Context: an optimization exercise on an open-source flow, tuned for small area and a short achievable clock period. The choices shown serve that exercise and are no tape-out recipe. Only simulation tests tie the RTL to the original design; equivalence was not proved. Power figures rest on the tool's default switching activity, not on a simulated workload.

==> flow/flow/run.sh <==
#!/bin/bash
# Standard ORFS layout (the standard.sh, unchanged synthesis), except that the
# input and output ports are buffered with a plain buffer cell instead of the
# delay-type buffer that buffer_ports picks by default.
set -euo pipefail
bash standard.sh "BUFFER_PORTS_ARGS=-buffer_cell sky130_fd_sc_hd__buf_2" finish > orfs_make.log 2>&1
==> flow/standard.sh <==
#!/bin/bash
# synth_recipe.tcl (not shown) runs the flow's synth.tcl, then flattens the netlist and writes it again
# the make line also repeats each setting of config.mk as NAME=value (left out here)
make -C /OpenROAD-flow-scripts/flow DESIGN_CONFIG=/design/flow/config.mk WORK_HOME=/design/flow/orfs CLKGATE_MAP_FILE= SYNTH_SCRIPT=/design/flow/synth_recipe.tcl "${@:-finish}"
==> flow/config.mk <==
export PLATFORM = sky130hd
export DESIGN_NAME = DSP
export DESIGN_NICKNAME = DSP
export VERILOG_FILES = /design/flow/design.v
export SDC_FILE = /design/flow/constraint.sdc
export NUM_CORES = 4
export LEC_CHECK = 0
export CAP_MARGIN = 20
export CORE_MARGIN = 2
export CORE_UTILIZATION = 70
export CTS_BUF_LIST = sky130_fd_sc_hd__clkbuf_8
export SETUP_SLACK_MARGIN = 4.5
export SLEW_MARGIN = 20
export SYNTH_HIERARCHICAL = 1
export SYNTH_MINIMUM_KEEP_SIZE = 0
==> flow/constraint.sdc <==
create_clock -name core_clock -period 7.0 [get_ports {clk}]
set_input_delay 1.4000 -clock core_clock [delete_from_list [all_inputs] [get_ports {clk}]]
set_output_delay 1.4000 -clock core_clock [all_outputs]
set_load 0.01 [all_outputs]
==> flow/design.v <==
module fa (input a, input b, input c, output s, output co);
    assign s  = a ^ b ^ c;
    assign co = (a & b) | (a & c) | (b & c);
endmodule
module fa1 (input a, input b, output s, output co);
    assign s  = ~(a ^ b);
    assign co = a | b;
endmodule
module ha (input a, input b, output s, output co);
    assign s  = a ^ b;
    assign co = a & b;
endmodule
module ks18 (input [17:0] a, input [17:0] b, output [17:0] s);
    localparam W = 18;
    localparam L = 5;
    wire [W-1:0] g [0:L];
    wire [W-1:0] p [0:L];
    assign g[0] = a & b;
    assign p[0] = a ^ b;
    genvar l, i;
    generate for (l = 0; l < L; l = l + 1) begin : g_l
        for (i = 0; i < W; i = i + 1) begin : g_i
            if (i >= (1 << l)) begin : g_m
                assign g[l+1][i] = g[l][i] | (p[l][i] & g[l][i-(1<<l)]);
                assign p[l+1][i] = p[l][i] & p[l][i-(1<<l)];
            end else begin : g_k
                assign g[l+1][i] = g[l][i];
                assign p[l+1][i] = p[l][i];
            end
        end
    end endgenerate
    assign s = p[0] ^ {g[L][W-2:0], 1'b0};
endmodule
module DSP (a,b,c,d,clk,rst_n,p);
    parameter OPERATION = "ADD" ;
    input [17:0] a,b,d;
    input [47:0] c;
    input clk,rst_n;
    output reg [47:0] p;
    wire [19:0] ax = {2'b00, a};
        reg [8:0] bo, bt, bn;
    reg bz;
    reg [17:0] s1;
    wire [17:0] s0;
    ks18 u_pre (.a(b), .b(d), .s(s0));
    reg [115:0] x;
    reg [47:0] r0;
    reg [47:8] r1;
    reg rc;
    wire [47:0] cd = {c[47:36] - 12'd1, c[35:0]};
    wire [115:0] xn;
    wire [8:0] nn = ~bn;
    wire [18:0] sx = {1'b0, s1};
    wire [18:0] sy = {s1, 1'b0};
    wire [17:0] pz = {18{bz}} & s1;
    wire [18:0] pp0 = (({19{bo[0]}} & sx) | ({19{bt[0]}} & sy)) ^ {19{bn[0]}};
    wire [18:0] pp1 = (({19{bo[1]}} & sx) | ({19{bt[1]}} & sy)) ^ {19{bn[1]}};
    wire [18:0] pp2 = (({19{bo[2]}} & sx) | ({19{bt[2]}} & sy)) ^ {19{bn[2]}};
    wire [18:0] pp3 = (({19{bo[3]}} & sx) | ({19{bt[3]}} & sy)) ^ {19{bn[3]}};
    wire [18:0] pp4 = (({19{bo[4]}} & sx) | ({19{bt[4]}} & sy)) ^ {19{bn[4]}};
    wire [18:0] pp5 = (({19{bo[5]}} & sx) | ({19{bt[5]}} & sy)) ^ {19{bn[5]}};
    wire [18:0] pp6 = (({19{bo[6]}} & sx) | ({19{bt[6]}} & sy)) ^ {19{bn[6]}};
    wire [18:0] pp7 = (({19{bo[7]}} & sx) | ({19{bt[7]}} & sy)) ^ {19{bn[7]}};
    wire [18:0] pp8 = (({19{bo[8]}} & sx) | ({19{bt[8]}} & sy)) ^ {19{bn[8]}};
    wire fs1, fk1;
    wire fs2, fk2;
    wire fs3, fk3;
    wire fs4, fk4;
    wire fs5, fk5;
    wire fs6, fk6;
    wire fs7, fk7;
    wire fs8, fk8;
    wire fs9, fk9;
    wire fs10, fk10;
    wire fs11, fk11;
    wire fs12, fk12;
    wire fs13, fk13;
    wire fs14, fk14;
    wire fs15, fk15;
    wire fs16, fk16;
    wire fs17, fk17;
    wire fs18, fk18;
    wire fs19, fk19;
    wire fs20, fk20;
    wire fs21, fk21;
    wire fs22, fk22;
    wire fs23, fk23;
    wire fs24, fk24;
    wire fs25, fk25;
    wire fs26, fk26;
    wire fs27, fk27;
    wire fs28, fk28;
    wire fs29, fk29;
    wire fs30, fk30;
    wire gs1, gk1;
    wire fs31, fk31;
    wire fs32, fk32;
    wire gs2, gk2;
    wire fs33, fk33;
    wire fs34, fk34;
    wire fs35, fk35;
    wire fs36, fk36;
    wire fs37, fk37;
    wire gs3, gk3;
    wire fs38, fk38;
    wire fs39, fk39;
    wire fs40, fk40;
    wire fs41, fk41;
    wire gs4, gk4;
    wire fs42, fk42;
    wire fs43, fk43;
    wire fs44, fk44;
    wire gs5, gk5;
    wire fs45, fk45;
    wire fs46, fk46;
    wire fs47, fk47;
    wire gs6, gk6;
    wire fs48, fk48;
    wire fs49, fk49;
    wire gs7, gk7;
    wire fs50, fk50;
    wire gs8, gk8;
    wire fs51, fk51;
    wire gs9, gk9;
    wire fs52, fk52;
    wire fs53, fk53;
    wire fs54, fk54;
    wire fs55, fk55;
    wire fs56, fk56;
    wire fs57, fk57;
    wire fs58, fk58;
    wire fs59, fk59;
    wire fs60, fk60;
    wire fs61, fk61;
    wire fs62, fk62;
    wire fs63, fk63;
    wire fs64, fk64;
    wire fs65, fk65;
    wire fs66, fk66;
    wire fs67, fk67;
    wire fs68, fk68;
    wire fs69, fk69;
    wire fs70, fk70;
    wire fs71, fk71;
    wire fs72, fk72;
    wire fs73, fk73;
    wire fs74, fk74;
    wire fs75, fk75;
    wire fs76, fk76;
    wire fs77, fk77;
    wire fs78, fk78;
    wire fs79, fk79;
    wire fs80, fk80;
    wire fs81, fk81;
    wire fs82, fk82;
    wire fs83, fk83;
    wire fs84, fk84;
    wire fs85, fk85;
    wire fs86, fk86;
    wire fs87, fk87;
    wire fs88, fk88;
    wire fs89, fk89;
    wire fs90, fk90;
    wire fs91, fk91;
    wire hs1, hk1;
    wire hs2, hk2;
    wire hs3, hk3;
    wire hs4, hk4;
    wire hs5, hk5;
    wire fs92, fk92;
    wire fs93, fk93;
    wire hs6, hk6;
    wire fs94, fk94;
    wire hs7, hk7;
    wire fs95, fk95;
    wire hs8, hk8;
    wire fs96, fk96;
    wire hs9, hk9;
    wire fs97, fk97;
    wire hs10, hk10;
    wire hs11, hk11;
    wire hs12, hk12;
    wire hs13, hk13;
    wire hs14, hk14;
    wire fs98, fk98;
    wire fs99, fk99;
    wire fs100, fk100;
    wire fs101, fk101;
    wire fs102, fk102;
    wire fs103, fk103;
    wire fs104, fk104;
    wire fs105, fk105;
    wire fs106, fk106;
    wire fs107, fk107;
    wire fs108, fk108;
    wire fs109, fk109;
    wire fs110, fk110;
    wire fs111, fk111;
    wire fs112, fk112;
    wire hs15, hk15;
    wire fs113, fk113;
    wire hs16, hk16;
    wire hs17, hk17;
    wire hs18, hk18;
    wire hs19, hk19;
    wire hs20, hk20;
    wire hs21, hk21;
    wire fs114, fk114;
    wire fs115, fk115;
    wire fs116, fk116;
    wire fs117, fk117;
    wire fs118, fk118;
    wire fs119, fk119;
    wire fs120, fk120;
    wire fs121, fk121;
    wire fs122, fk122;
    wire fs123, fk123;
    wire fs124, fk124;
    wire fs125, fk125;
    wire fs126, fk126;
    wire fs127, fk127;
    wire fs128, fk128;
    wire fs129, fk129;
    wire fs130, fk130;
    wire fs131, fk131;
    wire fs132, fk132;
    wire fs133, fk133;
    wire fs134, fk134;
    wire fs135, fk135;
    wire fs136, fk136;
    wire hs22, hk22;
    wire fs137, fk137;
    wire hs23, hk23;
    wire fs138, fk138;
    wire hs24, hk24;
    wire hs25, hk25;
    wire hs26, hk26;
    wire fs139, fk139;
    wire fs140, fk140;
    wire fs141, fk141;
    wire fs142, fk142;
    wire fs143, fk143;
    wire fs144, fk144;
    wire fs145, fk145;
    wire fs146, fk146;
    wire fs147, fk147;
    wire fs148, fk148;
    wire fs149, fk149;
    wire fs150, fk150;
    wire fs151, fk151;
    wire fs152, fk152;
    wire fs153, fk153;
    wire fs154, fk154;
    wire fs155, fk155;
    wire fs156, fk156;
    wire fs157, fk157;
    wire fs158, fk158;
    wire fs159, fk159;
    wire fs160, fk160;
    wire fs161, fk161;
    wire fs162, fk162;
    wire fs163, fk163;
    wire fs164, fk164;
    wire fs165, fk165;
    wire fs166, fk166;
    wire fs167, fk167;
    wire fs168, fk168;
    wire fs169, fk169;
    wire fs170, fk170;
    wire hs27, hk27;
    fa u1 (.a(pp0[2]), .b(pp1[0]), .c(bn[1]), .s(fs1), .co(fk1));
    fa u2 (.a(pp0[4]), .b(pp1[2]), .c(pp2[0]), .s(fs2), .co(fk2));
    fa u3 (.a(pp0[5]), .b(pp1[3]), .c(pp2[1]), .s(fs3), .co(fk3));
    fa u4 (.a(pp0[6]), .b(pp1[4]), .c(pp2[2]), .s(fs4), .co(fk4));
    fa u5 (.a(pp0[7]), .b(pp1[5]), .c(pp2[3]), .s(fs5), .co(fk5));
    fa u6 (.a(pp0[8]), .b(pp1[6]), .c(pp2[4]), .s(fs6), .co(fk6));
    fa u7 (.a(pp3[2]), .b(pp4[0]), .c(bn[4]), .s(fs7), .co(fk7));
    fa u8 (.a(pp0[9]), .b(pp1[7]), .c(pp2[5]), .s(fs8), .co(fk8));
    fa u9 (.a(pp0[10]), .b(pp1[8]), .c(pp2[6]), .s(fs9), .co(fk9));
    fa u10 (.a(pp3[4]), .b(pp4[2]), .c(pp5[0]), .s(fs10), .co(fk10));
    fa u11 (.a(pp0[11]), .b(pp1[9]), .c(pp2[7]), .s(fs11), .co(fk11));
    fa u12 (.a(pp3[5]), .b(pp4[3]), .c(pp5[1]), .s(fs12), .co(fk12));
    fa u13 (.a(pp0[12]), .b(pp1[10]), .c(pp2[8]), .s(fs13), .co(fk13));
    fa u14 (.a(pp3[6]), .b(pp4[4]), .c(pp5[2]), .s(fs14), .co(fk14));
    fa u15 (.a(pp0[13]), .b(pp1[11]), .c(pp2[9]), .s(fs15), .co(fk15));
    fa u16 (.a(pp3[7]), .b(pp4[5]), .c(pp5[3]), .s(fs16), .co(fk16));
    fa u17 (.a(pp0[14]), .b(pp1[12]), .c(pp2[10]), .s(fs17), .co(fk17));
    fa u18 (.a(pp3[8]), .b(pp4[6]), .c(pp5[4]), .s(fs18), .co(fk18));
    fa u19 (.a(pp6[2]), .b(pp7[0]), .c(bn[7]), .s(fs19), .co(fk19));
    fa u20 (.a(pp0[15]), .b(pp1[13]), .c(pp2[11]), .s(fs20), .co(fk20));
    fa u21 (.a(pp3[9]), .b(pp4[7]), .c(pp5[5]), .s(fs21), .co(fk21));
    fa u22 (.a(pp0[16]), .b(pp1[14]), .c(pp2[12]), .s(fs22), .co(fk22));
    fa u23 (.a(pp3[10]), .b(pp4[8]), .c(pp5[6]), .s(fs23), .co(fk23));
    fa u24 (.a(pp6[4]), .b(pp7[2]), .c(pp8[0]), .s(fs24), .co(fk24));
    fa u25 (.a(pp0[17]), .b(pp1[15]), .c(pp2[13]), .s(fs25), .co(fk25));
    fa u26 (.a(pp3[11]), .b(pp4[9]), .c(pp5[7]), .s(fs26), .co(fk26));
    fa u27 (.a(pp6[5]), .b(pp7[3]), .c(pp8[1]), .s(fs27), .co(fk27));
    fa u28 (.a(pp0[18]), .b(pp1[16]), .c(pp2[14]), .s(fs28), .co(fk28));
    fa u29 (.a(pp3[12]), .b(pp4[10]), .c(pp5[8]), .s(fs29), .co(fk29));
    fa u30 (.a(pp6[6]), .b(pp7[4]), .c(pp8[2]), .s(fs30), .co(fk30));
    fa1 v1 (.a(nn[0]), .b(pp1[17]), .s(gs1), .co(gk1));
    fa u31 (.a(pp2[15]), .b(pp3[13]), .c(pp4[11]), .s(fs31), .co(fk31));
    fa u32 (.a(pp5[9]), .b(pp6[7]), .c(pp7[5]), .s(fs32), .co(fk32));
    fa1 v2 (.a(pp1[18]), .b(pp2[16]), .s(gs2), .co(gk2));
    fa u33 (.a(pp3[14]), .b(pp4[12]), .c(pp5[10]), .s(fs33), .co(fk33));
    fa u34 (.a(pp6[8]), .b(pp7[6]), .c(pp8[4]), .s(fs34), .co(fk34));
    fa u35 (.a(nn[1]), .b(pp2[17]), .c(pp3[15]), .s(fs35), .co(fk35));
    fa u36 (.a(pp4[13]), .b(pp5[11]), .c(pp6[9]), .s(fs36), .co(fk36));
    fa u37 (.a(pp7[7]), .b(pp8[5]), .c(pz[3]), .s(fs37), .co(fk37));
    fa1 v3 (.a(pp2[18]), .b(pp3[16]), .s(gs3), .co(gk3));
    fa u38 (.a(pp4[14]), .b(pp5[12]), .c(pp6[10]), .s(fs38), .co(fk38));
    fa u39 (.a(pp7[8]), .b(pp8[6]), .c(pz[4]), .s(fs39), .co(fk39));
    fa u40 (.a(nn[2]), .b(pp3[17]), .c(pp4[15]), .s(fs40), .co(fk40));
    fa u41 (.a(pp5[13]), .b(pp6[11]), .c(pp7[9]), .s(fs41), .co(fk41));
    fa1 v4 (.a(pp3[18]), .b(pp4[16]), .s(gs4), .co(gk4));
    fa u42 (.a(pp5[14]), .b(pp6[12]), .c(pp7[10]), .s(fs42), .co(fk42));
    fa u43 (.a(nn[3]), .b(pp4[17]), .c(pp5[15]), .s(fs43), .co(fk43));
    fa u44 (.a(pp6[13]), .b(pp7[11]), .c(pp8[9]), .s(fs44), .co(fk44));
    fa1 v5 (.a(pp4[18]), .b(pp5[16]), .s(gs5), .co(gk5));
    fa u45 (.a(pp6[14]), .b(pp7[12]), .c(pp8[10]), .s(fs45), .co(fk45));
    fa u46 (.a(nn[4]), .b(pp5[17]), .c(pp6[15]), .s(fs46), .co(fk46));
    fa u47 (.a(pp7[13]), .b(pp8[11]), .c(pz[9]), .s(fs47), .co(fk47));
    fa1 v6 (.a(pp5[18]), .b(pp6[16]), .s(gs6), .co(gk6));
    fa u48 (.a(pp7[14]), .b(pp8[12]), .c(pz[10]), .s(fs48), .co(fk48));
    fa u49 (.a(nn[5]), .b(pp6[17]), .c(pp7[15]), .s(fs49), .co(fk49));
    fa1 v7 (.a(pp6[18]), .b(pp7[16]), .s(gs7), .co(gk7));
    fa u50 (.a(nn[6]), .b(pp7[17]), .c(pp8[15]), .s(fs50), .co(fk50));
    fa1 v8 (.a(pp7[18]), .b(pp8[16]), .s(gs8), .co(gk8));
    fa u51 (.a(nn[7]), .b(pp8[17]), .c(pz[15]), .s(fs51), .co(fk51));
    fa1 v9 (.a(pp8[18]), .b(pz[16]), .s(gs9), .co(gk9));
    fa u52 (.a(fk1), .b(pp0[3]), .c(pp1[1]), .s(fs52), .co(fk52));
    fa u53 (.a(fk3), .b(fs4), .c(pp3[0]), .s(fs53), .co(fk53));
    fa u54 (.a(fk4), .b(fs5), .c(pp3[1]), .s(fs54), .co(fk54));
    fa u55 (.a(fk5), .b(fs6), .c(fs7), .s(fs55), .co(fk55));
    fa u56 (.a(fk6), .b(fk7), .c(fs8), .s(fs56), .co(fk56));
    fa u57 (.a(fk8), .b(fs9), .c(fs10), .s(fs57), .co(fk57));
    fa u58 (.a(fk9), .b(fk10), .c(fs11), .s(fs58), .co(fk58));
    fa u59 (.a(fk11), .b(fk12), .c(fs13), .s(fs59), .co(fk59));
    fa u60 (.a(fs14), .b(pp6[0]), .c(bn[6]), .s(fs60), .co(fk60));
    fa u61 (.a(fk13), .b(fk14), .c(fs15), .s(fs61), .co(fk61));
    fa u62 (.a(fk15), .b(fk16), .c(fs17), .s(fs62), .co(fk62));
    fa u63 (.a(fk17), .b(fk18), .c(fk19), .s(fs63), .co(fk63));
    fa u64 (.a(fs20), .b(fs21), .c(pp6[3]), .s(fs64), .co(fk64));
    fa u65 (.a(fk20), .b(fk21), .c(fs22), .s(fs65), .co(fk65));
    fa u66 (.a(fs23), .b(fs24), .c(bn[8]), .s(fs66), .co(fk66));
    fa u67 (.a(fk22), .b(fk23), .c(fk24), .s(fs67), .co(fk67));
    fa u68 (.a(fs25), .b(fs26), .c(fs27), .s(fs68), .co(fk68));
    fa u69 (.a(fk25), .b(fk26), .c(fk27), .s(fs69), .co(fk69));
    fa u70 (.a(fs28), .b(fs29), .c(fs30), .s(fs70), .co(fk70));
    fa u71 (.a(fk28), .b(fk29), .c(fk30), .s(fs71), .co(fk71));
    fa u72 (.a(gs1), .b(fs31), .c(fs32), .s(fs72), .co(fk72));
    fa u73 (.a(gk1), .b(fk31), .c(fk32), .s(fs73), .co(fk73));
    fa u74 (.a(gs2), .b(fs33), .c(fs34), .s(fs74), .co(fk74));
    fa u75 (.a(gk2), .b(fk33), .c(fk34), .s(fs75), .co(fk75));
    fa u76 (.a(fs35), .b(fs36), .c(fs37), .s(fs76), .co(fk76));
    fa u77 (.a(fk35), .b(fk36), .c(fk37), .s(fs77), .co(fk77));
    fa u78 (.a(gs3), .b(fs38), .c(fs39), .s(fs78), .co(fk78));
    fa u79 (.a(gk3), .b(fk38), .c(fk39), .s(fs79), .co(fk79));
    fa u80 (.a(fs40), .b(fs41), .c(pp8[7]), .s(fs80), .co(fk80));
    fa u81 (.a(fk40), .b(fk41), .c(gs4), .s(fs81), .co(fk81));
    fa u82 (.a(fs42), .b(pp8[8]), .c(pz[6]), .s(fs82), .co(fk82));
    fa u83 (.a(gk4), .b(fk42), .c(fs43), .s(fs83), .co(fk83));
    fa u84 (.a(fk43), .b(fk44), .c(gs5), .s(fs84), .co(fk84));
    fa u85 (.a(gk5), .b(fk45), .c(fs46), .s(fs85), .co(fk85));
    fa u86 (.a(fk46), .b(fk47), .c(gs6), .s(fs86), .co(fk86));
    fa u87 (.a(gk6), .b(fk48), .c(fs49), .s(fs87), .co(fk87));
    fa u88 (.a(fk49), .b(gs7), .c(pp8[14]), .s(fs88), .co(fk88));
    fa u89 (.a(gk7), .b(fs50), .c(pz[13]), .s(fs89), .co(fk89));
    fa u90 (.a(fk50), .b(gs8), .c(pz[14]), .s(fs90), .co(fk90));
    fa u91 (.a(gk9), .b(nn[8]), .c(pz[17]), .s(fs91), .co(fk91));
    ha h1 (.a(x[29]), .b(x[30]), .s(hs1), .co(hk1));
    ha h2 (.a(x[34]), .b(x[35]), .s(hs2), .co(hk2));
    ha h3 (.a(x[38]), .b(x[39]), .s(hs3), .co(hk3));
    ha h4 (.a(x[42]), .b(x[43]), .s(hs4), .co(hk4));
    ha h5 (.a(x[46]), .b(x[47]), .s(hs5), .co(hk5));
    fa u92 (.a(x[50]), .b(x[51]), .c(x[52]), .s(fs92), .co(fk92));
    fa u93 (.a(x[55]), .b(x[56]), .c(x[57]), .s(fs93), .co(fk93));
    ha h6 (.a(x[58]), .b(x[59]), .s(hs6), .co(hk6));
    fa u94 (.a(x[61]), .b(x[62]), .c(x[63]), .s(fs94), .co(fk94));
    ha h7 (.a(x[64]), .b(x[65]), .s(hs7), .co(hk7));
    fa u95 (.a(x[66]), .b(x[67]), .c(x[68]), .s(fs95), .co(fk95));
    ha h8 (.a(x[70]), .b(x[71]), .s(hs8), .co(hk8));
    fa u96 (.a(x[74]), .b(x[75]), .c(x[76]), .s(fs96), .co(fk96));
    ha h9 (.a(x[79]), .b(x[80]), .s(hs9), .co(hk9));
    fa u97 (.a(x[83]), .b(x[84]), .c(x[85]), .s(fs97), .co(fk97));
    ha h10 (.a(x[88]), .b(x[89]), .s(hs10), .co(hk10));
    ha h11 (.a(x[16]), .b(x[17]), .s(hs11), .co(hk11));
    ha h12 (.a(x[20]), .b(x[21]), .s(hs12), .co(hk12));
    ha h13 (.a(x[23]), .b(x[24]), .s(hs13), .co(hk13));
    ha h14 (.a(x[26]), .b(x[27]), .s(hs14), .co(hk14));
    fa u98 (.a(x[31]), .b(x[32]), .c(x[33]), .s(fs98), .co(fk98));
    fa u99 (.a(x[36]), .b(x[37]), .c(hk1), .s(fs99), .co(fk99));
    fa u100 (.a(x[40]), .b(x[41]), .c(hk2), .s(fs100), .co(fk100));
    fa u101 (.a(x[44]), .b(x[45]), .c(hk3), .s(fs101), .co(fk101));
    fa u102 (.a(x[48]), .b(x[49]), .c(hk4), .s(fs102), .co(fk102));
    fa u103 (.a(x[53]), .b(x[54]), .c(hk5), .s(fs103), .co(fk103));
    fa u104 (.a(x[60]), .b(fk92), .c(fs93), .s(fs104), .co(fk104));
    fa u105 (.a(fk93), .b(hk6), .c(fs94), .s(fs105), .co(fk105));
    fa u106 (.a(x[69]), .b(fk94), .c(hk7), .s(fs106), .co(fk106));
    fa u107 (.a(x[72]), .b(x[73]), .c(fk95), .s(fs107), .co(fk107));
    fa u108 (.a(x[77]), .b(x[78]), .c(hk8), .s(fs108), .co(fk108));
    fa u109 (.a(x[81]), .b(x[82]), .c(fk96), .s(fs109), .co(fk109));
    fa u110 (.a(x[86]), .b(x[87]), .c(hk9), .s(fs110), .co(fk110));
    fa u111 (.a(x[90]), .b(x[91]), .c(fk97), .s(fs111), .co(fk111));
    fa u112 (.a(x[92]), .b(x[93]), .c(x[94]), .s(fs112), .co(fk112));
    ha h15 (.a(x[95]), .b(x[96]), .s(hs15), .co(hk15));
    fa u113 (.a(x[98]), .b(x[99]), .c(x[100]), .s(fs113), .co(fk113));
    ha h16 (.a(x[102]), .b(x[103]), .s(hs16), .co(hk16));
    ha h17 (.a(x[5]), .b(x[6]), .s(hs17), .co(hk17));
    ha h18 (.a(x[8]), .b(x[9]), .s(hs18), .co(hk18));
    ha h19 (.a(x[10]), .b(x[11]), .s(hs19), .co(hk19));
    ha h20 (.a(x[12]), .b(x[13]), .s(hs20), .co(hk20));
    ha h21 (.a(x[14]), .b(x[15]), .s(hs21), .co(hk21));
    fa u114 (.a(x[18]), .b(x[19]), .c(hs11), .s(fs114), .co(fk114));
    fa u115 (.a(x[22]), .b(hk11), .c(hs12), .s(fs115), .co(fk115));
    fa u116 (.a(x[25]), .b(hk12), .c(hs13), .s(fs116), .co(fk116));
    fa u117 (.a(x[28]), .b(hk13), .c(hs14), .s(fs117), .co(fk117));
    fa u118 (.a(hs1), .b(hk14), .c(fs98), .s(fs118), .co(fk118));
    fa u119 (.a(hs2), .b(fk98), .c(fs99), .s(fs119), .co(fk119));
    fa u120 (.a(hs3), .b(fk99), .c(fs100), .s(fs120), .co(fk120));
    fa u121 (.a(hs4), .b(fk100), .c(fs101), .s(fs121), .co(fk121));
    fa u122 (.a(hs5), .b(fk101), .c(fs102), .s(fs122), .co(fk122));
    fa u123 (.a(fs92), .b(fk102), .c(fs103), .s(fs123), .co(fk123));
    fa u124 (.a(hs6), .b(fk103), .c(fs104), .s(fs124), .co(fk124));
    fa u125 (.a(hs7), .b(fk104), .c(fs105), .s(fs125), .co(fk125));
    fa u126 (.a(fs95), .b(fk105), .c(fs106), .s(fs126), .co(fk126));
    fa u127 (.a(hs8), .b(fk106), .c(fs107), .s(fs127), .co(fk127));
    fa u128 (.a(fs96), .b(fk107), .c(fs108), .s(fs128), .co(fk128));
    fa u129 (.a(hs9), .b(fk108), .c(fs109), .s(fs129), .co(fk129));
    fa u130 (.a(fs97), .b(fk109), .c(fs110), .s(fs130), .co(fk130));
    fa u131 (.a(hs10), .b(fk110), .c(fs111), .s(fs131), .co(fk131));
    fa u132 (.a(hk10), .b(fk111), .c(fs112), .s(fs132), .co(fk132));
    fa u133 (.a(x[97]), .b(fk112), .c(hs15), .s(fs133), .co(fk133));
    fa u134 (.a(x[101]), .b(hk15), .c(fs113), .s(fs134), .co(fk134));
    fa u135 (.a(x[104]), .b(fk113), .c(hs16), .s(fs135), .co(fk135));
    fa u136 (.a(x[105]), .b(x[106]), .c(hk16), .s(fs136), .co(fk136));
    ha h22 (.a(x[107]), .b(x[108]), .s(hs22), .co(hk22));
    fa u137 (.a(x[109]), .b(x[110]), .c(x[111]), .s(fs137), .co(fk137));
    ha h23 (.a(x[112]), .b(x[113]), .s(hs23), .co(hk23));
    fa u138 (.a(x[0]), .b(x[1]), .c(cd[0]), .s(fs138), .co(fk138));
    ha h24 (.a(x[2]), .b(cd[1]), .s(hs24), .co(hk24));
    ha h25 (.a(x[3]), .b(cd[2]), .s(hs25), .co(hk25));
    ha h26 (.a(x[4]), .b(cd[3]), .s(hs26), .co(hk26));
    fa u139 (.a(x[7]), .b(hs17), .c(cd[4]), .s(fs139), .co(fk139));
    fa u140 (.a(hk17), .b(hs18), .c(cd[5]), .s(fs140), .co(fk140));
    fa u141 (.a(hk18), .b(hs19), .c(cd[6]), .s(fs141), .co(fk141));
    fa u142 (.a(hk19), .b(hs20), .c(cd[7]), .s(fs142), .co(fk142));
    fa u143 (.a(hk20), .b(hs21), .c(cd[8]), .s(fs143), .co(fk143));
    fa u144 (.a(hk21), .b(fs114), .c(cd[9]), .s(fs144), .co(fk144));
    fa u145 (.a(fk114), .b(fs115), .c(cd[10]), .s(fs145), .co(fk145));
    fa u146 (.a(fk115), .b(fs116), .c(cd[11]), .s(fs146), .co(fk146));
    fa u147 (.a(fk116), .b(fs117), .c(cd[12]), .s(fs147), .co(fk147));
    fa u148 (.a(fk117), .b(fs118), .c(cd[13]), .s(fs148), .co(fk148));
    fa u149 (.a(fk118), .b(fs119), .c(cd[14]), .s(fs149), .co(fk149));
    fa u150 (.a(fk119), .b(fs120), .c(cd[15]), .s(fs150), .co(fk150));
    fa u151 (.a(fk120), .b(fs121), .c(cd[16]), .s(fs151), .co(fk151));
    fa u152 (.a(fk121), .b(fs122), .c(cd[17]), .s(fs152), .co(fk152));
    fa u153 (.a(fk122), .b(fs123), .c(cd[18]), .s(fs153), .co(fk153));
    fa u154 (.a(fk123), .b(fs124), .c(cd[19]), .s(fs154), .co(fk154));
    fa u155 (.a(fk124), .b(fs125), .c(cd[20]), .s(fs155), .co(fk155));
    fa u156 (.a(fk125), .b(fs126), .c(cd[21]), .s(fs156), .co(fk156));
    fa u157 (.a(fk126), .b(fs127), .c(cd[22]), .s(fs157), .co(fk157));
    fa u158 (.a(fk127), .b(fs128), .c(cd[23]), .s(fs158), .co(fk158));
    fa u159 (.a(fk128), .b(fs129), .c(cd[24]), .s(fs159), .co(fk159));
    fa u160 (.a(fk129), .b(fs130), .c(cd[25]), .s(fs160), .co(fk160));
    fa u161 (.a(fk130), .b(fs131), .c(cd[26]), .s(fs161), .co(fk161));
    fa u162 (.a(fk131), .b(fs132), .c(cd[27]), .s(fs162), .co(fk162));
    fa u163 (.a(fk132), .b(fs133), .c(cd[28]), .s(fs163), .co(fk163));
    fa u164 (.a(fk133), .b(fs134), .c(cd[29]), .s(fs164), .co(fk164));
    fa u165 (.a(fk134), .b(fs135), .c(cd[30]), .s(fs165), .co(fk165));
    fa u166 (.a(fk135), .b(fs136), .c(cd[31]), .s(fs166), .co(fk166));
    fa u167 (.a(fk136), .b(hs22), .c(cd[32]), .s(fs167), .co(fk167));
    fa u168 (.a(hk22), .b(fs137), .c(cd[33]), .s(fs168), .co(fk168));
    fa u169 (.a(fk137), .b(hs23), .c(cd[34]), .s(fs169), .co(fk169));
    fa u170 (.a(x[114]), .b(hk23), .c(cd[35]), .s(fs170), .co(fk170));
    ha h27 (.a(x[115]), .b(cd[36]), .s(hs27), .co(hk27));
    assign xn[0] = pp0[0];
    assign xn[1] = bn[0];
    assign xn[2] = pp0[1];
    assign xn[3] = fs1;
    assign xn[4] = fs52;
    assign xn[5] = fk52;
    assign xn[6] = fs2;
    assign xn[7] = bn[2];
    assign xn[8] = fk2;
    assign xn[9] = fs3;
    assign xn[10] = fs53;
    assign xn[11] = bn[3];
    assign xn[12] = fk53;
    assign xn[13] = fs54;
    assign xn[14] = fk54;
    assign xn[15] = fs55;
    assign xn[16] = fk55;
    assign xn[17] = fs56;
    assign xn[18] = pp3[3];
    assign xn[19] = pp4[1];
    assign xn[20] = fk56;
    assign xn[21] = fs57;
    assign xn[22] = bn[5];
    assign xn[23] = fk57;
    assign xn[24] = fs58;
    assign xn[25] = fs12;
    assign xn[26] = fk58;
    assign xn[27] = fs59;
    assign xn[28] = fs60;
    assign xn[29] = fk59;
    assign xn[30] = fk60;
    assign xn[31] = fs61;
    assign xn[32] = fs16;
    assign xn[33] = pp6[1];
    assign xn[34] = fk61;
    assign xn[35] = fs62;
    assign xn[36] = fs18;
    assign xn[37] = fs19;
    assign xn[38] = fk62;
    assign xn[39] = fs63;
    assign xn[40] = fs64;
    assign xn[41] = pp7[1];
    assign xn[42] = fk63;
    assign xn[43] = fk64;
    assign xn[44] = fs65;
    assign xn[45] = fs66;
    assign xn[46] = fk65;
    assign xn[47] = fk66;
    assign xn[48] = fs67;
    assign xn[49] = fs68;
    assign xn[50] = fk67;
    assign xn[51] = fk68;
    assign xn[52] = fs69;
    assign xn[53] = fs70;
    assign xn[54] = pz[0];
    assign xn[55] = fk69;
    assign xn[56] = fk70;
    assign xn[57] = fs71;
    assign xn[58] = fs72;
    assign xn[59] = pp8[3];
    assign xn[60] = pz[1];
    assign xn[61] = fk71;
    assign xn[62] = fk72;
    assign xn[63] = fs73;
    assign xn[64] = fs74;
    assign xn[65] = pz[2];
    assign xn[66] = fk73;
    assign xn[67] = fk74;
    assign xn[68] = fs75;
    assign xn[69] = fs76;
    assign xn[70] = fk75;
    assign xn[71] = fk76;
    assign xn[72] = fs77;
    assign xn[73] = fs78;
    assign xn[74] = fk77;
    assign xn[75] = fk78;
    assign xn[76] = fs79;
    assign xn[77] = fs80;
    assign xn[78] = pz[5];
    assign xn[79] = fk79;
    assign xn[80] = fk80;
    assign xn[81] = fs81;
    assign xn[82] = fs82;
    assign xn[83] = fk81;
    assign xn[84] = fk82;
    assign xn[85] = fs83;
    assign xn[86] = fs44;
    assign xn[87] = pz[7];
    assign xn[88] = fk83;
    assign xn[89] = fs84;
    assign xn[90] = fs45;
    assign xn[91] = pz[8];
    assign xn[92] = fk84;
    assign xn[93] = fs85;
    assign xn[94] = fs47;
    assign xn[95] = fk85;
    assign xn[96] = fs86;
    assign xn[97] = fs48;
    assign xn[98] = fk86;
    assign xn[99] = fs87;
    assign xn[100] = pp8[13];
    assign xn[101] = pz[11];
    assign xn[102] = fk87;
    assign xn[103] = fs88;
    assign xn[104] = pz[12];
    assign xn[105] = fk88;
    assign xn[106] = fs89;
    assign xn[107] = fk89;
    assign xn[108] = fs90;
    assign xn[109] = fk90;
    assign xn[110] = gk8;
    assign xn[111] = fs51;
    assign xn[112] = fk51;
    assign xn[113] = gs9;
    assign xn[114] = fs91;
    assign xn[115] = fk91;
    wire [47:0] r0n = {cd[47], cd[46], cd[45], cd[44], cd[43], cd[42], cd[41], cd[40], cd[39], cd[38], hk27, fk170, fk169, fk168, fk167, fk166, fk165, fk164, fk163, fk162, fk161, fk160, fk159, fk158, fk157, fk156, fk155, fk154, fk153, fk152, fk151, fk150, fk149, fk148, fk147, fk146, fk145, fk144, fk143, fk142, fk141, fk140, fk139, hk26, hk25, hk24, fk138, fs138};
    wire [47:0] r1n = {1'b0, 1'b0, 1'b0, 1'b0, 1'b0, 1'b0, 1'b0, 1'b0, 1'b0, 1'b0, cd[37], hs27, fs170, fs169, fs168, fs167, fs166, fs165, fs164, fs163, fs162, fs161, fs160, fs159, fs158, fs157, fs156, fs155, fs154, fs153, fs152, fs151, fs150, fs149, fs148, fs147, fs146, fs145, fs144, fs143, fs142, fs141, fs140, fs139, hs26, hs25, hs24, 1'b0};
    wire [8:0] lo = r0n[7:0] + r1n[7:0];
    wire [40:0] hi = {r0[47:8], 1'b1} + {r1[47:8], rc};
    always @(posedge clk or negedge rst_n) begin
        if (!rst_n) begin
            bo <= 0; bt <= 0; bn <= 0; bz <= 0;
            s1 <= 0; x <= 116'b01101001010010001001001000100010001000100010001000011000000000000000000000000000000000000000000000000000000000000000; r0 <= 0; r1 <= 0; rc <= 0; p <= 0;
        end else begin
            bo[0] <= ax[0] ^ 1'b0;
            bt[0] <= (ax[1] & ~ax[0] & ~1'b0) | (~ax[1] & ax[0] & 1'b0);
            bn[0] <= ax[1];
            bo[1] <= ax[2] ^ ax[1];
            bt[1] <= (ax[3] & ~ax[2] & ~ax[1]) | (~ax[3] & ax[2] & ax[1]);
            bn[1] <= ax[3];
            bo[2] <= ax[4] ^ ax[3];
            bt[2] <= (ax[5] & ~ax[4] & ~ax[3]) | (~ax[5] & ax[4] & ax[3]);
            bn[2] <= ax[5];
            bo[3] <= ax[6] ^ ax[5];
            bt[3] <= (ax[7] & ~ax[6] & ~ax[5]) | (~ax[7] & ax[6] & ax[5]);
            bn[3] <= ax[7];
            bo[4] <= ax[8] ^ ax[7];
            bt[4] <= (ax[9] & ~ax[8] & ~ax[7]) | (~ax[9] & ax[8] & ax[7]);
            bn[4] <= ax[9];
            bo[5] <= ax[10] ^ ax[9];
            bt[5] <= (ax[11] & ~ax[10] & ~ax[9]) | (~ax[11] & ax[10] & ax[9]);
            bn[5] <= ax[11];
            bo[6] <= ax[12] ^ ax[11];
            bt[6] <= (ax[13] & ~ax[12] & ~ax[11]) | (~ax[13] & ax[12] & ax[11]);
            bn[6] <= ax[13];
            bo[7] <= ax[14] ^ ax[13];
            bt[7] <= (ax[15] & ~ax[14] & ~ax[13]) | (~ax[15] & ax[14] & ax[13]);
            bn[7] <= ax[15];
            bo[8] <= ax[16] ^ ax[15];
            bt[8] <= (ax[17] & ~ax[16] & ~ax[15]) | (~ax[17] & ax[16] & ax[15]);
            bn[8] <= ax[17];
            bz <= a[17];
            s1 <= s0;
            x  <= xn;
            r0 <= {r0n[47:8], lo[7:0]};
            r1 <= r1n[47:8];
            rc <= lo[8];
            p  <= {hi[40:1], r0[7:0]};
        end
    end
endmodule
==> results.yml, run 1 <==
status:
  outcome: "no timing/DRC/antenna violations"
timing:
  drv_slew: 0
  skew_ns: 0.01830
  hold_viol: 0
  whs_ns: 0.3482
  worstMarginPinSlew_ns: 0.8658
  finalCritPeriodShare_pct: 38.54
  fin_ws_ns: 4.302
  tns_ns: 0
  maxClockFrequency_mhz: 370.6
  finalCriticalPeriod_ns: 2.698
  finalSetupViolCount: 0
  relSlewSlack_pct: 42.28
  rsz0062_at_grt: "true"
yosys:
  synth-seq-cells: 288
  synthCells: 1515
  synth.yosys.seq_area_share_pct: 40.00
  yosysWarningCount: 8
  synth_nets: 1883
  synth.cell_area_um2: 18070
  synth_top_area_share_pct: 37.52
  synth-compound-area-share_pct: 13.35
  synth_top_family_by_area: "adder cells"
  synth_top_flop_cell: "dfrtp_1"
  synth-simple-area-share_pct: 5.580
  synth_common_cells: "dfrtp_1, xnor2_1, fa_1"
  async_flop_share_pct: 100.0
  synth_cell_type_count: 58
  synth-edff-count: 0
  yosys-mux-area-fraction_pct: 0.1662
  synth_area_leaders: "dfrtp_1, fa_1, xnor2_1"
  synth_xor_area_share_pct: 11.68
  synth_top_area_cell: "dfrtp_1"
  synthAdderAreaFrac_pct: 25.46
  syn_area_per_cell_um2: 11.93
  synth_most_common_cell: "dfrtp_1"
die:
  chipHeight_um: 164.7
  io_pins: 152
  start_util_pct: 71.56
  die_w_um: 164.7
  coreArea_um2: 25250
  dieArea_um2: 27120
  num_rows: 58
setup_path:
  worstRegToRegCells: 4
  critical_path.max_stage_delay_ns: 0.38
  start_kind: "input port"
  cp_data_required_time_ns: 7.48
  critPathBufInv: 3
  end_kind: "flip-flop"
  arrival_ns: 3.18
  r2r_end: "r1[12]$_DFF_PN0_"
  slowest_stage: "fa_2"
  r2r_start: "x[63]$_DFF_PN1_"
  criticalPathCategory: "input port to flip-flop"
  cp_top_family: "adder cells"
  cp_max_fo: 2
  crit_chain: "buf_6 -> fa_2 -> ha_4 -> inv_2 -> fa_2 -> inv_2 -> a21oi_4 -> o21bai_2 -> a21o_1 -> a21oi_2 -> xnor2_1"
  rrSetupSlack_ns: 4.46
placed_design:
  gp_congestion: 0.9076
  preCtsSetupSlack_ns: 3.815
  io_buffers: 151
  dp_hpwl_um: 28980
cts:
  cts_tree: "yes"
  insertion_delay_ns: 0.57
  cts-root-buf: "clkbuf_8"
  cts-hold-fix-buffers: 0
  cts.clk_slew.worst_paths_ns: 0.06
  htree_levels: 2
  clock_path_buffers: 3
  numCtsBuffers: 46
  clkSinkCount: 288
route:
  drc: 0
  wirelength_um: 42260
  avgRoutedWirePerCell_um: 21.33
  viasPerCell: 6.265
  drt_iter0_markers: 1512
  vias: 12410
  ant_nets: 0
  drtPass1Iterations: 5
layout:
  syn_to_final_growth_pct: 12.62
  nNetsFinal: 1990
  drive_gt1_share_pct: 21.56
  diodes: 0
  fillers: 1501
global_routing:
  grt_pass1_vias: 12990
  antenna_found_initial: 2
  grtUsageTotal_pct: 32.20
  grt_max_degree: 171
  grt_first_pass_wirelength_um: 67480
  grt-ovfl-total: 0
power:
  max-vdd-ir-drop_v: 0.0003160
  p_per_area_nw_per_um2: 505.0
  power.leakage_nw: 8.675
min_path:
  hold_depth: 0
  min_from: "r0[3]$_DFF_PN0_"
  hold_end: "p[3]$_DFF_PN0_"
  hp-class: "flip-flop to flip-flop"
job:
  drv_cap: 0
## cell families after synthesis
family,after synthesis
compound gates,344
xor+xnor,241
fa+ha+maj,264
buf+inv,179
mux,3
flops,288
simple gates,196
## Yosys stat by module (local to each module, per instance)
| module | cells inside | flip-flops and latches | cell area (um2) | copies in the design |
|---|---|---|---|---|
| DSP | 1156 | 288 | 13240 | 1 |
| fa1 | 5 | 0 | 27.53 | 9 |
| ks18 | 117 | 0 | 844.6 | 1 |
| fa | 1 | 0 | 20.02 | 170 |
| ha | 1 | 0 | 12.51 | 27 |
## what timing repair did
action,in CTS,in global routing
endpoints found under the setup margin,47,215
buffers inserted,7,4
resized for setup,25,45
pin swaps,9,24
cloned,0,1
## power by group
part	total (mW)	switching, mW	internal, mW
Combinational	5.85	3.20	2.65
Sequential	3.00	0.502	2.49
Clock	1.43	0.648	0.782
Total	10.3	4.35	5.93
## per-stage QoR
step | power (mW) | std cells | instance area, um2 | utilization (%)
global placement | 8.227 | 1892 | 19150 | 75.83
global route | 11.15 | 1981 | 20350 | 80.59
CTS | 10.15 | 1976 | 20170 | 79.88
finish | 10.28 | 1981 | 20350 | 80.59
detailed placement | 8.607 | 1892 | 19150 | 75.83
floorplan | 6.850 | 1515 | 18330 | -
## cell usage in the layout (no fill, tap or decap), types with 12 or more instances in the layout
cell	n
a21o_1	18
a21oi_1	44
a22oi_1	154
and2_1	20
buf_2	145
buf_4	15
clkbuf_8	58
dfrtp_1	234
dfrtp_2	37
dfstp_2	17
fa_1	163
ha_1	74
ha_4	15
inv_1	78
nand2_1	54
nand3_1	14
nand4_1	16
nor2_1	30
o211ai_1	12
o21ai_0	31
xnor2_1	205
xor2_1	36
## state kept, by name, summed over array words and instances (netlist names)
register and cells:
bn 9, bo 9, bt 9, p 48
r0 48, r1 30, rc 1, s1 18
x 116
## worst register-to-register path, stage by stage, from the launching register on
cell and delay, ns:
dfstp_2 0.53, fa_2 0.44, fa_2 0.54, fa_2 0.44, fa_1 0.46
## final cells by class
class / instances / area [um2] / area share [%]
Clock buffer: 58 / 798.3 / 3.922
Tap cell: 330 / 412.9 / 2.029
Timing Repair Buffer: 170 / 984.7 / 4.838
Clock inverter: 19 / 121.4 / 0.5963
Multi-Input combinational cell: 1048 / 10510 / 51.62
Inverter: 68 / 255.2 / 1.254
Sequential cell: 288 / 7274 / 35.74
## routing by layer
layer / wire [um] / up-vias / track usage (%)
met4: 978 / 2 / 10.00
met2: 20090 / 697 / 50.78
li1: - / 5399 / -
met3: 3843 / 110 / 6.504
met5: 11 / - / 0
met1: 17340 / 6203 / 45.94
## how the worst max path moves through the flow
stage | from | end | slack (ns) | cells after the start
floorplan | c[1] | r0[7]$_DFF_PN0_ | 4.12 | 10
global placement | c[0] | r0[7]$_DFF_PN0_ | 3.91 | 11
detailed placement | c[0] | r0[7]$_DFF_PN0_ | 3.82 | 11
CTS | c[0] | r0[7]$_DFF_PN0_ | 4.46 | 11
global route | c[0] | r0[7]$_DFF_PN0_ | 4.25 | 11
finish | c[0] | r0[7]$_DFF_PN0_ | 4.30 | 11
==> run 2: changes to the inputs <==
--- a/flow/config.mk
+++ b/flow/config.mk
@@ -7,7 +7,7 @@
 export LEC_CHECK = 0
 export CAP_MARGIN = 20
 export CORE_MARGIN = 2
-export CORE_UTILIZATION = 70
+export CORE_UTILIZATION = 60
 export CTS_BUF_LIST = sky130_fd_sc_hd__clkbuf_8
 export SETUP_SLACK_MARGIN = 4.5
 export SLEW_MARGIN = 20
==> run 2 against run 1 <==
Against the previous run: still clean; area after synthesis unchanged; sequential cell count unchanged; utilization down 12 points; global-route usage down 5.1 points; clock skew up 0.019 ns; register-to-register slack about the same; first-iteration DRC count down 35%; non-clock buffer count down 1; sequential power about the same; highest routed layer is now met4.
==> results.yml, run 2 <==
power:
  comb_power_share_pct: 56.4
  p_per_area_nw_per_um2: 496.6
  finalPower_mw: 10.15
  clock_power_share_pct: 14.3
  switching_share_pct: 41.92
  p_sw_mw: 4.254
  max-vdd-ir-drop_v: 0.0001997
  intPower_mw: 5.895
  power.leakage_nw: 8.682
  seq_power_share_pct: 29.3
layout:
  top_regs: "x (116), p (48), r0 (48)"
  drive_gt1_share_pct: 21.42
  fin_util_pct: 68.95
  most-common-layout-cells: "dfrtp_1, xnor2_1, fa_1"
  design_area_um2: 20440
  diodes: 0
  regMostFlops: "x"
  nNetsFinal: 1990
  largest_register_ffs: 116
  layout_commonest_cell: "dfrtp_1"
  syn_to_final_growth_pct: 13.09
cts:
  clock_path_buffers: 3
  cts-hold-fix-buffers: 0
  numCtsBuffers: 47
  cts-root-buf: "clkbuf_8"
  cts.clk_slew.worst_paths_ns: 0.06
  htree_levels: 2
  insertion_delay_ns: 0.59
  cts_tree: "yes"
  clkSinkCount: 288
die:
  dieArea_um2: 31520
  coreArea_um2: 29640
  io_pins: 152
  start_util_pct: 60.98
  num_rows: 63
  chipHeight_um: 177.6
  die_w_um: 177.6
route:
  drtPass1Iterations: 6
  avgRoutedWirePerCell_um: 20.10
  viasPerCell: 5.896
  vias: 12070
  drc: 0
  drt_iter0_markers: 978
  ant_nets: 0
  wirelength_um: 41150
timing:
  tns_ns: 0
  hold_viol: 0
  relSlewSlack_pct: 44.43
  finalSetupViolCount: 0
  worstMarginPinSlew_ns: 0.8336
  finalCriticalPeriod_ns: 2.553
  maxClockFrequency_mhz: 391.7
  drv_slew: 0
  finalCritPeriodShare_pct: 36.47
  fin_ws_ns: 4.447
  skew_ns: 0.03704
  rsz0062_at_grt: "true"
placed_design:
  gp_congestion: 0.8490
  io_buffers: 151
  postPlaceCellArea_um2: 19240
  dp_hpwl_um: 29050
  preCtsSetupSlack_ns: 3.848
yosys:
  synth-seq-cells: 288
  synthCells: 1515
  yosysWarningCount: 8
  async_flop_share_pct: 100.0
  synth_common_cells: "dfrtp_1, xnor2_1, fa_1"
  synth_top_flop_cell: "dfrtp_1"
  synth_top_area_cell: "dfrtp_1"
  synth.yosys.seq_area_share_pct: 40.00
  synth.cell_area_um2: 18070
  synth_area_leaders: "dfrtp_1, fa_1, xnor2_1"
  synth-edff-count: 0
  synth_cell_type_count: 58
  synth_most_common_cell: "dfrtp_1"
  synth_nets: 1883
  synth_top_area_share_pct: 37.52
  syn_area_per_cell_um2: 11.93
global_routing:
  grt_pass1_vias: 12600
  antenna_found_initial: 0
  grt_max_degree: 162
  grtUsageTotal_pct: 27.05
  grt_first_pass_wirelength_um: 66340
  grt-ovfl-total: 0
job:
  drv_cap: 0
setup_path:
  cpMostUsedCell: "fa_1"
  cp_max_fo: 1
  crit_chain: "fa_1 -> fa_1 -> fa_2 -> fa_1"
  end_kind: "flip-flop"
  criticalPathCategory: "flip-flop to flip-flop"
  arrival_ns: 2.99
  cp_data_required_time_ns: 7.44
  start_kind: "flip-flop"
  critical_path.max_stage_delay_ns: 0.55
  slowest_stage: "fa_2"
min_path:
  hp-class: "flip-flop to flip-flop"
status:
  outcome: "no timing/DRC/antenna violations"
## run 2: cell counts after synthesis
No cell type changed its count.
## run 2: what timing repair did
item | in CTS | in global routing
resized for setup | 18 | 40
setup buffers | 6 | 4
pin swaps | 8 | 12
setup endpoints to repair | 53 | 203
## run 2: final timing paths
| check | cells past startpoint | endpoint | slack [ns] | startpoint |
|---|---|---|---|---|
| min in group asynchronous | 1 | p[8]$_DFF_PN0_ | 0.81 | rst_n |
| worst max register to register | 4 | r1[12]$_DFF_PN0_ | 4.45 | x[63]$_DFF_PN1_ |
| worst max-delay path | 4 | r1[12]$_DFF_PN0_ | 4.45 | x[63]$_DFF_PN1_ |
| worst min register to register | 0 | p[1]$_DFF_PN0_ | 0.34 | r0[1]$_DFF_PN0_ |
| worst min-delay path | 0 | p[1]$_DFF_PN0_ | 0.34 | r0[1]$_DFF_PN0_ |
| max in group asynchronous | 2 | s1[8]$_DFF_PN0_ | 4.80 | rst_n |
## run 2: worst max-delay path: cells and delay by family (launching register included)
family	cells	cell delay, ns
adders and majority gates	4	1.87
DFF	1	0.53
## run 2: per-stage QoR
stage | cells | hold slack (ns)
after global routing | 2047 | 0.3433
after CTS | 2043 | 0.3426
after detailed placement | 1953 | 0.3347
after floorplan | 1515 | 0.3312
after global placement | 1952 | 0.3320
final | 2047 | 0.3389
## run 2: logic make-up after synthesis
family / Yosys count / synth area share (%)
AOI/OAI and AO/OA: 344 / 13.35
DFF: 288 / 40.00
adders and majority gates: 264 / 25.46
xor gates and xnor gates: 241 / 11.68
and+or+nand+nor: 196 / 5.580
buffers and inverters: 179 / 3.766
muxes: 3 / 0.1662
## run 2: layout make-up
type	instances	area, um2
clock buffers	58	798.3
clock inverters	26	158.9
fillers	2197	9201
inverters	68	255.2
multi-input cells	1048	10510
flip-flops and latches	288	7274
well taps	390	488.0
repair buffers	169	954.7
## run 2: power groups by stage
stage          combinational [mW]  sequential, mW  clock, mW
6_report                     5.73            2.97       1.45
5_1_grt                      6.48            3.04       1.58
3_5_place_dp                 5.59            2.98          0
2_1_floorplan                4.07            2.78          0
4_1_cts                      5.69            2.96       1.49
3_3_place_gp                 5.38            2.96          0
## run 2: routing by layer
metal	share of wire (%)	vias up	global-route usage, %
met5	0	-	0
met4	2.5	0	8.709
met3	8.2	91	5.420
met2	45	518	41.60
met1	44	6062	38.98
li1	-	5398	-
## run 2: Yosys stat by module, one instance, submodules excluded
module / copies in the design / flops+latches / area (um2) / cells inside
ha: 27 / 0 / 12.51 / 1
fa1: 9 / 0 / 27.53 / 5
fa: 170 / 0 / 20.02 / 1
ks18: 1 / 0 / 844.6 / 117
DSP: 1 / 288 / 13240 / 1156
==> run 3: changes to the inputs <==
--- a/flow/config.mk
+++ b/flow/config.mk
@@ -9,7 +9,7 @@
 export CORE_MARGIN = 2
 export CORE_UTILIZATION = 60
 export CTS_BUF_LIST = sky130_fd_sc_hd__clkbuf_8
-export SETUP_SLACK_MARGIN = 4.5
+export SETUP_SLACK_MARGIN = 4.7
 export SLEW_MARGIN = 20
 export SYNTH_HIERARCHICAL = 1
 export SYNTH_MINIMUM_KEEP_SIZE = 0
==> run 3 against run 2 <==
Against the previous run: critical path depth stayed put; sequential power is 2% higher; largest cell class unchanged; clock power hardly changed; still clean.
==> results.yml, run 3 <==
global_routing:
  grt_max_degree: 122
  grt_pass1_vias: 12800
  grtUsageTotal_pct: 27.87
  grt-ovfl-total: 0
  antenna_found_initial: 2
  grt_first_pass_wirelength_um: 68070
yosys:
  synth_top_flop_cell: "dfrtp_1"
  async_flop_share_pct: 100.0
  syn_area_per_cell_um2: 11.93
  synth-seq-cells: 288
  synth_top_area_cell: "dfrtp_1"
  synth.cell_area_um2: 18070
  synth_common_cells: "dfrtp_1, xnor2_1, fa_1"
  synth_area_leaders: "dfrtp_1, fa_1, xnor2_1"
  synth_cell_type_count: 58
  synth_nets: 1883
  synth.yosys.seq_area_share_pct: 40.00
  synth-edff-count: 0
  synth_top_area_share_pct: 37.52
  synthCells: 1515
  yosysWarningCount: 8
  synth_most_common_cell: "dfrtp_1"
timing:
  maxClockFrequency_mhz: 393.2
  drv_slew: 0
  hold_viol: 0
  finalCriticalPeriod_ns: 2.543
  relSlewSlack_pct: 41.03
  finalCritPeriodShare_pct: 36.33
  finalSetupViolCount: 0
  rsz0062_at_grt: "true"
  skew_ns: 0.02991
  whs_ns: 0.3549
  tns_ns: 0
  worstMarginPinSlew_ns: 0.8846
cts:
  clkSinkCount: 288
  cts-root-buf: "clkbuf_8"
  insertion_delay_ns: 0.59
  clock_path_buffers: 3
  numCtsBuffers: 48
  cts_tree: "yes"
  cts.clk_slew.worst_paths_ns: 0.06
  htree_levels: 2
  cts-hold-fix-buffers: 0
die:
  die_w_um: 177.6
  start_util_pct: 60.98
  coreArea_um2: 29640
  io_pins: 152
  chipHeight_um: 177.6
  dieArea_um2: 31520
  num_rows: 63
power:
  power.leakage_nw: 8.926
  finalPower_mw: 10.82
  p_per_area_nw_per_um2: 508.8
  max-vdd-ir-drop_v: 0.0002149
setup_path:
  arrival_ns: 3.06
  criticalPathCategory: "flip-flop to flip-flop"
  start_kind: "flip-flop"
  critPathBufInv: 0
  cpMostUsedCell: "fa_2"
  cp_data_required_time_ns: 7.52
  end_kind: "flip-flop"
  critical_path.max_stage_delay_ns: 0.55
  crit_chain: "fa_2 -> fa_2 -> fa_2 -> fa_2"
  slowest_stage: "fa_2"
  cp_max_fo: 1
  cp_top_family: "adder cells"
status:
  outcome: "no timing/DRC/antenna violations"
layout:
  diodes: 0
  syn_to_final_growth_pct: 17.61
  nNetsFinal: 2021
  regMostFlops: "x"
  design_area_um2: 21260
  largest_register_ffs: 116
  drive_gt1_share_pct: 27.01
  layout_commonest_cell: "dfrtp_1"
  top_regs: "x (116), p (48), r0 (48)"
  most-common-layout-cells: "dfrtp_1, xnor2_1, fa_1"
min_path:
  hp-class: "flip-flop to flip-flop"
route:
  drt_iter0_markers: 1038
  drtPass1Iterations: 5
  drt-met1-wl_um: 18290
  wl_met3_um: 3404
  drc: 0
  wirelength_um: 43120
  ant_nets: 0
  vias: 12480
  viasPerCell: 5.996
  wl_met2_um: 20250
  top_layer_used: "met4"
  avgRoutedWirePerCell_um: 20.71
placed_design:
  dp_hpwl_um: 29070
  gp_congestion: 0.8590
  io_buffers: 151
  postPlaceCellArea_um2: 19240
job:
  drv_cap: 0
==> run 3: cell counts after synthesis <==
No cell type changed its count.
==> run 3: final timing paths <==
check                                start          endpoint  slack (ns)  depth (start not counted)
min in group asynchronous            rst_n    p[8]$_DFF_PN0_        0.87                          1
max in group asynchronous            rst_n   x[93]$_DFF_PN1_        4.96                          2
min                        r0[2]$_DFF_PN0_    p[2]$_DFF_PN0_        0.35                          0
max reg2reg                x[63]$_DFF_PN1_  r1[12]$_DFF_PN0_        4.46                          4
min reg2reg                r0[2]$_DFF_PN0_    p[2]$_DFF_PN0_        0.35                          0
max                        x[63]$_DFF_PN1_  r1[12]$_DFF_PN0_        4.46                          4
==> run 3: modules after synthesis, one instance, submodules excluded <==
module,copies in the design,flip-flops and latches,cells
DSP,1,288,1156
ks18,1,0,117
fa,170,0,1
ha,27,0,1
fa1,9,0,5
==> run 3: layout make-up <==
cell class | instances | area (um2)
Multi-Input combinational cell | 1048 | 10950
Fill cell | 2097 | 8383
Sequential cell | 288 | 7310
Timing Repair Buffer | 199 | 1267
Clock buffer | 59 | 812.0
Tap cell | 390 | 488.0
Inverter | 68 | 255.2
Clock inverter | 30 | 173.9
==> run 3: report_power, final <==
| group | internal (mW) | switching, mW |
|---|---|---|
| Sequential | 2.50 | 0.521 |
| Clock | 0.804 | 0.673 |
| Combinational | 2.98 | 3.33 |
| Total | 6.29 | 4.53 |
==> run 3: logic make-up (layout without fill, tap and decap cells) <==
group / Yosys count / after routing / synth area share (%)
AO/OA/AOI/OAI: 344 / 344 / 13.35
flip-flops: 288 / 288 / 40.00
adder cells (fa/ha/maj): 264 / 264 / 25.46
XOR/XNOR: 241 / 241 / 11.68
AND/OR/NAND/NOR: 196 / 196 / 5.580
buffers and inverters: 179 / 356 / 3.766
multiplexers: 3 / 3 / 0.1662
==> run 3: what timing repair did <==
action / CTS / global route
endpoints found under the setup margin: 219 / 103
gates cloned: 1 / 0
setup buffers: 15 / 25
pin swaps: 30 / 53
gates resized for setup: 84 / 90
==> run 3: per-stage QoR <==
stage	utilization, %	std cells	setup slack, ns
after floorplan	-	1515	4.124
after global routing	71.72	2082	4.446
after global placement	64.93	1952	3.877
final	71.72	2082	4.457
after CTS	69.72	2057	4.463
after detailed placement	64.93	1952	3.870
==> run 3: worst register-to-register path: stages, from the launching register on <==
cell	delay, ns
dfstp_2	0.52
fa_2	0.44
fa_2	0.55
fa_2	0.45
fa_2	0.53
==> run 3: layer usage <==
metal | up-vias | track usage [%]
met5 | - | 0
met4 | 0 | 8.641
met3 | 107 | 5.463
met2 | 578 | 43.33
met1 | 6329 | 39.98
li1 | 5469 | -
==> run 4: changes to the inputs <==
--- a/flow/design.v
+++ b/flow/design.v
@@ -2,9 +2,15 @@
     assign s  = a ^ b ^ c;
     assign co = (a & b) | (a & c) | (b & c);
 endmodule
+module xn2 (input a, input b, output y);
+    assign y = ~(a ^ b);
+endmodule
+module or2 (input a, input b, output y);
+    assign y = a | b;
+endmodule
 module fa1 (input a, input b, output s, output co);
-    assign s  = ~(a ^ b);
-    assign co = a | b;
+    xn2 u_s (.a(a), .b(b), .y(s));
+    or2 u_c (.a(a), .b(b), .y(co));
 endmodule
 module ha (input a, input b, output s, output co);
     assign s  = a ^ b;
--- a/flow/config.mk
+++ b/flow/config.mk
@@ -5,11 +5,12 @@
 export SDC_FILE = /design/flow/constraint.sdc
 export NUM_CORES = 4
 export LEC_CHECK = 0
+export ABC_AREA = 1
 export CAP_MARGIN = 20
 export CORE_MARGIN = 2
 export CORE_UTILIZATION = 60
 export CTS_BUF_LIST = sky130_fd_sc_hd__clkbuf_8
-export SETUP_SLACK_MARGIN = 4.7
+export SETUP_SLACK_MARGIN = 4.5
 export SLEW_MARGIN = 20
 export SYNTH_HIERARCHICAL = 1
 export SYNTH_MINIMUM_KEEP_SIZE = 0
==> run 4 against run 3 <==
Against the previous run: worst hold slack lost 0.0043 ns; wire length grew 3.3%; cell count grew 19%; still clean; count of clock-buffer cells in the layout shrank 2; clock power is essentially flat; utilization shrank 3.4 points; total power shrank 7.7%; setup slack gained 0.062 ns; area after synthesis grew 3.5%.
==> results.yml, run 4 <==
setup_path:
  criticalPathCategory: "flip-flop to output port"
  cp_top_family: "flip-flops"
  arrival_ns: 1.08
  cp_max_fo: 1
  critPathBufInv: 1
  crit_chain: "buf_2"
  end_kind: "output port"
  slowest_stage: "dfrtp_1"
  start_kind: "flip-flop"
  cp_data_required_time_ns: 5.60
  critical_path.max_stage_delay_ns: 0.37
yosys:
  synth_cell_type_count: 35
  synthCells: 1901
  syn_area_per_cell_um2: 9.836
  synth_nets: 2260
  synth_top_area_cell: "dfrtp_1"
  async_flop_share_pct: 100.0
  synth_most_common_cell: "nand2_1"
  synth_common_cells: "nand2_1, dfrtp_1, inv_1"
  synth_top_area_share_pct: 36.27
  synth.yosys.seq_area_share_pct: 38.66
  synth_top_flop_cell: "dfrtp_1"
  synth-edff-count: 0
  synth_top_family_by_area: "adder cells"
  yosysWarningCount: 8
  synthAdderAreaFrac_pct: 24.01
  yosys-mux-area-fraction_pct: 0.4818
  synth-seq-cells: 288
  synth-compound-area-share_pct: 6.972
  synth_area_leaders: "dfrtp_1, fa_1, xor2_1"
  synth_xor_area_share_pct: 10.21
  synth.cell_area_um2: 18700
  synth-simple-area-share_pct: 13.09
placed_design:
  placedCellCount: 2396
  io_buffers: 151
  dp_hpwl_um: 33560
  gp_congestion: 0.9478
die:
  num_rows: 64
  io_pins: 152
  start_util_pct: 60.97
  dieArea_um2: 32590
  chipHeight_um: 180.5
  coreArea_um2: 30670
  die_w_um: 180.5
timing:
  finalCriticalPeriod_ns: 2.481
  finalCritPeriodShare_pct: 35.44
  drv_slew: 0
  skew_ns: 0.02671
  maxClockFrequency_mhz: 403.1
  rsz0062_at_grt: "true"
  relSlewSlack_pct: 38.18
  finalSetupViolCount: 0
  hold_viol: 0
  tns_ns: 0
  worstMarginPinSlew_ns: 0.9273
route:
  drt_iter0_markers: 862
  ant_nets: 0
  drtPass1Iterations: 6
  viasPerCell: 5.425
  vias: 13490
  wirelength_um: 44540
  avgRoutedWirePerCell_um: 17.92
  drc: 0
min_path:
  hp-class: "flip-flop to flip-flop"
cts:
  cts_tree: "yes"
  cts-root-buf: "clkbuf_8"
  clock_path_buffers: 3
  insertion_delay_ns: 0.58
  htree_levels: 2
  numCtsBuffers: 47
  clkSinkCount: 288
  cts.clk_slew.worst_paths_ns: 0.07
layout:
  drive_gt1_share_pct: 16.70
  stdcell_count: 2486
  most-common-layout-cells: "nand2_1, dfrtp_1, inv_1"
  largest_register_ffs: 116
  nNetsFinal: 2411
  fillers: 2464
  diodes: 0
  layout_commonest_cell: "nand2_1"
  syn_to_final_growth_pct: 12.07
  regMostFlops: "x"
  top_regs: "x (116), p (48), r0 (48)"
global_routing:
  grt_first_pass_wirelength_um: 72440
  grt-ovfl-total: 0
  grtUsageTotal_pct: 28.09
  grt_pass1_vias: 13930
  antenna_found_initial: 0
  grt_max_degree: 77
job:
  drv_cap: 0
power:
  power.leakage_nw: 10.55
  max-vdd-ir-drop_v: 0.0003458
  p_per_area_nw_per_um2: 476.5
status:
  outcome: "no timing/DRC/antenna violations"
-- run 4: cells by family after synthesis --
family	count (synthesis)
mux	8
flops	288
xor+xnor	218
compound gates	218
buf+inv	321
fa+ha+maj	255
simple gates	593
-- run 4: path summary, 6_finish.rpt --
path | start | end | slack, ns | depth (start not counted)
min in group asynchronous | rst_n | p[8]$_DFF_PN0_ | 0.77 | 1
worst min register to register | r0[4]$_DFF_PN0_ | p[4]$_DFF_PN0_ | 0.35 | 0
worst min-delay path | r0[4]$_DFF_PN0_ | p[4]$_DFF_PN0_ | 0.35 | 0
worst max-delay path | p[7]$_DFF_PN0_ | p[7] | 4.52 | 1
max in group asynchronous | rst_n | s1[17]$_DFF_PN0_ | 4.81 | 2
worst max register to register | x[63]$_DFF_PN1_ | r1[12]$_DFF_PN0_ | 4.53 | 4
-- run 4: modules after synthesis (local to each module, per instance), excerpt --
module,cells,times used,flops+latches,area [um2]
or2,3,9,0,11.26
fa,1,170,0,20.02
DSP,1452,1,288,13720
xn2,5,9,0,18.77
ha,1,27,0,12.51
ks18,180,1,0,965.9
-- run 4: power by group --
group	switching [mW]	leakage, nW	total [mW]	internal [mW]
clock network	0.675	0.576	1.50	0.821
registers	0.293	3.36	2.76	2.47
logic	3.40	6.61	5.73	2.32
total	4.37	10.6	9.99	5.61
-- run 4: final cells by class --
type	count	area (um2)	area share [%]
tap	396	495.5	2.364
timing repair buffer	159	829.5	3.958
sequential	288	7238	34.54
clock inverter	30	209.0	0.9971
clock buffer	57	784.5	3.744
inverter	264	1062	5.069
multi-input combinational	1292	10340	49.33
-- run 4: repair_timing --
action / in CTS / in global routing
setup endpoints to repair: 79 / 91
resized for setup: 33 / 15
pin swaps: 0 / 7
hold buffers: 0 / 0
setup buffers: 0 / 3
-- run 4: routing by layer --
metal / part of all wire [%] / vias to the layer above / track usage, %
met2: 46 / 556 / 44.82
li1: - / 6320 / -
met4: 3.3 / 0 / 9.613
met1: 43 / 6494 / 38.85
met5: 0 / - / 0
met3: 7.8 / 117 / 5.659
-- run 4: worst register-to-register path, cell delays in order, from the launching register on --
cell and delay [ns]:
dfstp_2 0.53, fa_1 0.42, fa_1 0.51, fa_1 0.43, fa_1 0.46
-- run 4: metrics by stage --
| stage | area, um2 | setup slack [ns] | power, mW | utilization [%] | hold slack, ns |
|---|---|---|---|---|---|
| 2_1_floorplan | 18790 | 4.205 | 6.747 | - | 0.3312 |
| 3_3_place_gp | 19850 | 4.030 | 8.249 | 64.72 | 0.3339 |
| 3_5_place_dp | 19850 | 3.964 | 8.543 | 64.72 | 0.3364 |
| 4_1_cts | 20880 | 4.481 | 10.08 | 68.09 | 0.3522 |
| 5_1_grt | 20960 | 4.454 | 10.97 | 68.33 | 0.3467 |
| 6_report | 20960 | 4.519 | 9.986 | 68.33 | 0.3506 |

==> port drivers added, routing unchanged <==
How much do the figures lean on ideal ports? The routed layouts below were timed once more, with nothing changed but the port constraints. Step 1 assumes that a clkbuf_16 drives the clock port and a buf_2 every other input. Step 2, shift: input delay + t, output delay - t, t = (earliest + latest rising clock arrival at the registers) / 2. This alone moves slack from input paths to output paths. a / b / c = ideal / step 1 / step 2; a / b = the first two.
run	t (ns)	setup WS [ns]	worst hold slack (ns)
run 1	0.603	4.302 / 4.311 / 3.708	0.348 / 0.348 / 0.348
run 2	0.619	4.447 / 4.447 / 3.851	0.339 / 0.339 / 0.339
run 3	0.624	4.457 / 4.449 / 3.917	0.355 / 0.355 / 0.355
run 4	0.615	4.519 / 4.472 / 3.973	0.351 / 0.351 / 0.351
After both steps every run listed still meets setup and hold. For run 2, which loses most, drivers alone change the setup slack by 0.000 ns; drivers and shift together by -0.596 ns.
